Context: an optimization exercise on an open-source flow, tuned for small area and a short achievable clock period. The choices shown serve that exercise and are no tape-out recipe.
Power and IR drop assume default switching activity.

// ALU_TOP
module ALU_TOP #(parameter inWidth = 8,
                 parameter outWidth = 16)
(
    input wire [inWidth-1 : 0] A,B,
    input wire [3:0] ALU_FUN,
    input CLK, RST,
    output reg Arith_Enable,Logic_Enable,CMP_Enable,Shift_Enable,
    output wire [outWidth-1:0] Arith_OUT,
    output reg Carry_OUT,Arith_Flag,
    output wire [outWidth-1:0] Logic_OUT,
    output reg Logic_Flag,
    output wire [4-1:0] CMP_OUT,
    output reg CMP_Flag,
    output wire [outWidth-1:0] SHIFT_OUT,
    output reg SHIFT_Flag
);
Settings: LEC_CHECK=0, ABC_AREA=1, CAP_MARGIN=20, CORE_AREA=10 10 170 170, CTS_BUF_LIST=sky130_fd_sc_hd__clkbuf_2 sky130_fd_sc_hd__clkbuf_4 sky130_fd_sc_hd__clkbuf_8, DIE_AREA=0 0 180 180, SLEW_MARGIN=20; clock period 32.0 ns.
standard.sh (not shown) runs the stock make flow with config.mk's settings and CLKGATE_MAP_FILE= SYNTH_SCRIPT=/design/flow/synth_recipe.tcl, a recipe that flattens the netlist after the stock synthesis.
==> flow/flow/run.sh <==
#!/bin/bash
# The standard layout (standard.sh, unchanged synthesis), with the port
# buffers made of the smallest buffer cell instead of a delay cell.
set -euo pipefail
bash standard.sh "BUFFER_PORTS_ARGS=-buffer_cell sky130_fd_sc_hd__buf_1" finish > flow_make.log 2>&1
The baseline completed with no timing, DRC or antenna violations.
Edit:
==> flow/flow/run.sh (replaced) <==
#!/bin/bash
set -euo pipefail
bash standard.sh "BUFFER_PORTS_ARGS=-buffer_cell sky130_fd_sc_hd__buf_1" SETUP_SLACK_MARGIN=20.5 SETUP_MOVE_SEQUENCE=sizeup,swap finish > flow_make.log 2>&1
The changed run completed without violations. Via count went up slightly. Cell count went down slightly. Design area went up by a little under a tenth. Synthesized area is unchanged. Combinational power went up by roughly a tenth. Count of clock-buffer cells in the layout went up by 1.
Edit:
==> flow/flow/run.sh (replaced) <==
#!/bin/bash
set -euo pipefail
bash standard.sh "BUFFER_PORTS_ARGS=-buffer_cell sky130_fd_sc_hd__buf_1" SETUP_SLACK_MARGIN=19.6 SETUP_MOVE_SEQUENCE=sizeup,swap finish > flow_make.log 2>&1
What happened: Worst hold slack is better by 25 ps. Clock-buffer cell count goes down by 1. Worst setup slack is worse by 270 ps.
Edit:
==> flow/flow/run.sh (replaced) <==
#!/bin/bash
# The standard layout (standard.sh, unchanged synthesis), with the port
# buffers made of the smallest buffer cell instead of a delay cell.
set -euo pipefail
bash standard.sh "BUFFER_PORTS_ARGS=-buffer_cell sky130_fd_sc_hd__buf_1" finish > flow_make.log 2>&1
Settings changed: SYNTH_HIERARCHICAL set to 1, SYNTH_MINIMUM_KEEP_SIZE set to 0.
=> The new run finished clean; final area fell by about 0.65%; setup slack degrades by 980 ps; worst hold slack degrades by 35 ps; synthesized area rose by 5.0%; first-iteration DRC count fell by 7.3%; total power rose by about 7%; final cell count rose by 5.7%; global-route usage rose by 0.35 points; register-to-register slack improves by 260 ps; utilization fell by 0.20 points.
No run of this note included a check of the RTL's function; only the layout flow was run.

The RTL this note starts from:
==> flow/design.v <==
module ALU_TOP #(parameter inWidth = 8,
                 parameter outWidth = 16)
(
    input wire [inWidth-1 : 0] A,B,
    input wire [3:0] ALU_FUN,
    input CLK, RST,
    output reg Arith_Enable,Logic_Enable,CMP_Enable,Shift_Enable,
    output wire [outWidth-1:0] Arith_OUT,
    output reg Carry_OUT,Arith_Flag,
    output wire [outWidth-1:0] Logic_OUT,
    output reg Logic_Flag,
    output wire [4-1:0] CMP_OUT,
    output reg CMP_Flag,
    output wire [outWidth-1:0] SHIFT_OUT,
    output reg SHIFT_Flag
);
    wire [1:0] op = ALU_FUN[1:0];
    wire       sub = ~Arith_Enable | op[0];
    wire [7:0] bx  = B ^ {8{sub}};
    wire [8:0] ac;
    wire [8:0] s;
    assign ac[0] = sub;
    genvar i, j;
    generate
        for (i = 0; i < 8; i = i + 1) begin : addsub
            assign s[i]    = A[i] ^ bx[i] ^ ac[i];
            assign ac[i+1] = (A[i] & bx[i]) | (A[i] & ac[i]) | (bx[i] & ac[i]);
        end
    endgenerate
    assign s[8] = ac[8];
    wire borrow = ~s[8];
    wire [15:0] nprod;
    wire [7:0] ms [0:7];    
    wire [7:0] mc [0:7];    
    generate
        for (j = 0; j < 8; j = j + 1) begin : mrow0
            assign ms[0][j] = ~(A[j] & B[0]);
            assign mc[0][j] = 1'b1;
        end
        for (i = 1; i < 8; i = i + 1) begin : mrow
            for (j = 0; j < 8; j = j + 1) begin : mcell
                wire a = ~(A[j] & B[i]);
                wire b = (j == 7) ? 1'b1 : ms[i-1][(j == 7) ? 0 : j+1];
                wire c = mc[i-1][j];
                assign ms[i][j] = a ^ b ^ c;
                assign mc[i][j] = (a & b) | (a & c) | (b & c);
            end
        end
        for (i = 0; i < 8; i = i + 1) begin : mlow
            assign nprod[i] = ms[i][0];
        end
        wire [8:0] fc;
        assign fc[0] = 1'b1;
        for (j = 0; j < 8; j = j + 1) begin : mfinal
            wire x = (j == 7) ? 1'b1 : ms[7][(j == 7) ? 0 : j+1];
            wire y = mc[7][j];
            assign nprod[8+j] = x ^ y ^ fc[j];
            assign fc[j+1]    = (x & y) | (x & fc[j]) | (y & fc[j]);
        end
    endgenerate
    wire [15:0] prod = ~nprod;
    wire [7:0] quo;
    wire [7:0] rem [0:8];
    assign rem[8] = A;
    generate
        for (i = 7; i >= 0; i = i - 1) begin : div
            wire [8-i:0] d = {1'b0, rem[i+1][7:i]} - {1'b0, B[7-i:0]};
            wire bhz;
            if (i == 0) begin : top0
                assign bhz = 1'b1;
            end else begin : topn
                assign bhz = ~|B[7:8-i];
            end
            assign quo[i] = bhz & ~d[8-i];
            if (i == 0) begin : r0
                assign rem[i] = quo[i] ? d[7:0] : rem[i+1];
            end else begin : rn
                assign rem[i] = quo[i] ? {d[7-i:0], rem[i+1][i-1:0]} : rem[i+1];
            end
        end
    endgenerate
    wire bz = ~|B;
    reg [8:0] arith_lo;    
    reg [6:0] arith_hi;    
    always @* begin
        case (op)
            2'b00: begin arith_lo = s;               arith_hi = 7'd0;         end
            2'b01: begin arith_lo = {borrow, s[7:0]}; arith_hi = {7{borrow}}; end
            2'b10: begin arith_lo = prod[8:0];       arith_hi = prod[15:9];   end
            default: begin arith_lo = {bz, quo};     arith_hi = {7{bz}};      end
        endcase
    end
    reg [15:0] arith_q;
    always @(posedge CLK or negedge RST) begin
        if (!RST) begin
            arith_q   <= 16'd0;
            Carry_OUT <= 1'b0;
        end else if (Arith_Enable) begin
            arith_q   <= {arith_hi, arith_lo};
            Carry_OUT <= (op == 2'b00) & s[8];
        end
    end
    assign Arith_OUT = arith_q;
    reg [7:0] logic_lo;
    reg       logic_hi;
    wire [7:0] lres = (op[0] ? (A | B) : (A & B)) ^ {8{op[1]}};
    always @(posedge CLK or negedge RST) begin
        if (!RST) begin
            logic_lo <= 8'd0;
            logic_hi <= 1'b0;
        end else if (Logic_Enable) begin
            logic_lo <= lres;
            logic_hi <= op[1];
        end
    end
    assign Logic_OUT = {{8{logic_hi}}, logic_lo};
    reg [1:0] cmp_q;
    wire ge = s[8];
    wire eq = ~|s[7:0];
    wire gt = ge & ~eq;
    wire lt = ~ge;
    always @(posedge CLK or negedge RST) begin
        if (!RST)
            cmp_q <= 2'd0;
        else if (CMP_Enable) begin
            cmp_q[0] <= (op == 2'b01) ? eq : (op == 2'b11) ? lt : 1'b0;
            cmp_q[1] <= (op == 2'b10) ? gt : (op == 2'b11) ? lt : 1'b0;
        end
    end
    assign CMP_OUT = {2'b00, cmp_q};
    reg  [8:0] shift_q;
    wire [7:0] sx = op[1] ? B : A;
    always @(posedge CLK or negedge RST) begin
        if (!RST)
            shift_q <= 9'd0;
        else if (Shift_Enable)
            shift_q <= op[0] ? {sx, 1'b0} : {2'b00, sx[7:1]};
    end
    assign SHIFT_OUT = {7'd0, shift_q};
    always @(posedge CLK or negedge RST) begin
        if (!RST) begin
            Arith_Enable <= 1'b0;
            Logic_Enable <= 1'b0;
            CMP_Enable   <= 1'b0;
            Shift_Enable <= 1'b0;
            Arith_Flag   <= 1'b0;
            Logic_Flag   <= 1'b0;
            CMP_Flag     <= 1'b0;
            SHIFT_Flag   <= 1'b0;
        end else begin
            Arith_Enable <= (ALU_FUN[3:2] == 2'b00);
            Logic_Enable <= (ALU_FUN[3:2] == 2'b01);
            CMP_Enable   <= (ALU_FUN[3:2] == 2'b10);
            Shift_Enable <= (ALU_FUN[3:2] == 2'b11);
            Arith_Flag   <= Arith_Enable;
            Logic_Flag   <= Logic_Enable;
            CMP_Flag     <= CMP_Enable;
            SHIFT_Flag   <= Shift_Enable;
        end
    end
endmodule
clock: 32.0 ns
lec_check: 0
abc_area: 1
cap_margin: 20
core_area: 10 10 170 170
die_area: 0 0 180 180
slew_margin: 20
run.sh (not shown) runs the stock make flow with config.mk's settings and CLKGATE_MAP_FILE= SYNTH_SCRIPT=/design/flow/synth_recipe.tcl, a recipe that flattens the netlist after the stock synthesis.
Stock flow here: none of the scripts above is used.
The baseline finished clean.
Next try:
- CTS_BUF_LIST: default -> sky130_fd_sc_hd__clkbuf_2 sky130_fd_sc_hd__clkbuf_4 sky130_fd_sc_hd__clkbuf_8
The changed run went through all stages and came out clean. Critical path depth is unchanged. Cell count is unchanged. Die area is unchanged. Via count came out higher by 0.56%. Wire length barely changes. Setup slack improved by 0.031 ns. Global-route usage stays flat.
Next try:
==> flow/flow/run.sh (new file) <==
#!/bin/bash
# The standard layout, with the port buffers made of the smallest buffer
# cell, and timing repair asked for extra setup margin
set -euo pipefail
bash standard.sh "BUFFER_PORTS_ARGS=-buffer_cell sky130_fd_sc_hd__buf_1" SETUP_SLACK_MARGIN=19 finish > flow_make.log 2>&1
==> flow/standard.sh (new file) <==
#!/bin/bash
# synth_recipe.tcl (not shown) runs the flow's synth.tcl, then flattens the netlist and writes it again
# the make line also repeats each setting of config.mk as NAME=value (left out here)
make -C /OpenROAD-flow-scripts/flow DESIGN_CONFIG=/design/flow/config.mk WORK_HOME=/design/flow/orfs CLKGATE_MAP_FILE= SYNTH_SCRIPT=/design/flow/synth_recipe.tcl "${@:-finish}"
removed: flow/run.sh
Clock-buffer cell count does not change.
Non-clock buffer count rises by 54.
Via count came out higher by 6.2%.
Final area went up by about 6%.
Area after synthesis stays the same.
Total power increases by about 2.5%.
Global-route usage rose by 0.74 points.
Next try:
==> flow/flow/run.sh (replaced) <==
#!/bin/bash
# The standard layout, with the port buffers made of the smallest buffer cell
set -euo pipefail
bash standard.sh "BUFFER_PORTS_ARGS=-buffer_cell sky130_fd_sc_hd__buf_1" finish > flow_make.log 2>&1
- CTS_BUF_LIST: sky130_fd_sc_hd__clkbuf_2 sky130_fd_sc_hd__clkbuf_4 sky130_fd_sc_hd__clkbuf_8 -> default
=> Count of clock-buffer cells in the layout went down by 1; non-clock buffer count goes down by 50; critical path depth does not change.
Next try:
==> flow/run.sh (new file) <==
#!/bin/bash
# synth_recipe.tcl (not shown) runs the flow's synth.tcl, then flattens the netlist and writes it again
# the make line also repeats each setting of config.mk as NAME=value (left out here)
make -C /OpenROAD-flow-scripts/flow DESIGN_CONFIG=/design/flow/config.mk WORK_HOME=/design/flow/orfs CLKGATE_MAP_FILE= SYNTH_SCRIPT=/design/flow/synth_recipe.tcl finish
- CORE_AREA: 10 10 170 170 -> default
- CORE_MARGIN: default -> 2
- CORE_UTILIZATION: default -> 60
- DIE_AREA: 0 0 180 180 -> default
removed: flow/flow/run.sh
removed: flow/standard.sh
The changed run completed without violations.
Synthesized cell count stays the same.
Combinational power climbs by about 10%.
Wire length goes down by 14%.
Non-clock buffer count falls by 8.
Setup slack gets worse by 0.56 ns.
Total power came out lower by about 0.7%.
Design area rose by 1.4%.
No functional check of the RTL was part of any run of this note.

separate check: timing with driven ports:
In the flow no input, the clock included, has a driving cell. The finished layouts below were timed again as built, in two steps. Step 1 (the two cells are an assumption about what drives the block):
set clk [get_ports {CLK}]
set_driving_cell -lib_cell sky130_fd_sc_hd__clkbuf_16 $clk
set_driving_cell -lib_cell sky130_fd_sc_hd__buf_2 [delete_from_list [all_inputs] $clk]
Step 2 times the ports against the registers' clock, not the clock port: input delays grow and output delays shrink by t, the midpoint of the rising clock arrivals with the driver on. Three values: ideal, step 1, step 2; two values: the first two.
| run | t (ns) | setup WS [ns] | clock arrival spread, ns | worst register clock-pin slew, ns | worst data-port slew with drivers (ns) |
|---|---|---|---|---|---|
| the first run of note 1 | 0.357 | 19.368 / 19.381 / 19.024 | 0.024 / 0.024 | 0.12 / 0.12 | 0.06 |
| the second run of note 1 | 0.343 | 20.128 / 20.121 / 19.778 | 0.014 / 0.014 | 0.10 / 0.10 | 0.06 |
| the third run of note 1 | 0.357 | 19.863 / 19.843 / 19.486 | 0.022 / 0.022 | 0.11 / 0.11 | 0.06 |
| the fourth run of note 1 | 0.340 | 18.878 / 18.866 / 18.526 | 0.010 / 0.010 | 0.10 / 0.10 | 0.05 |
| the first run of note 2 | 0.329 | 16.452 / 16.462 / 16.133 | 0.007 / 0.007 | 0.07 / 0.07 | 0.06 |
| the second run of note 2 | 0.342 | 16.483 / 16.488 / 16.146 | 0.007 / 0.008 | 0.10 / 0.10 | 0.06 |
| the third run of note 2 | 0.351 | 18.205 / 18.203 / 17.852 | 0.007 / 0.007 | 0.10 / 0.10 | 0.07 |
| the fourth run of note 2 | 0.331 | 16.805 / 16.804 / 16.474 | 0.014 / 0.015 | 0.08 / 0.08 | 0.06 |
| the fifth run of note 2 | 0.328 | 16.243 / 16.244 / 15.916 | 0.007 / 0.008 | 0.09 / 0.09 | 0.04 |
After both steps every run listed still meets setup and hold. For the third run of note 1, which loses most, drivers alone change the setup slack by -0.020 ns; drivers and shift together by -0.377 ns.
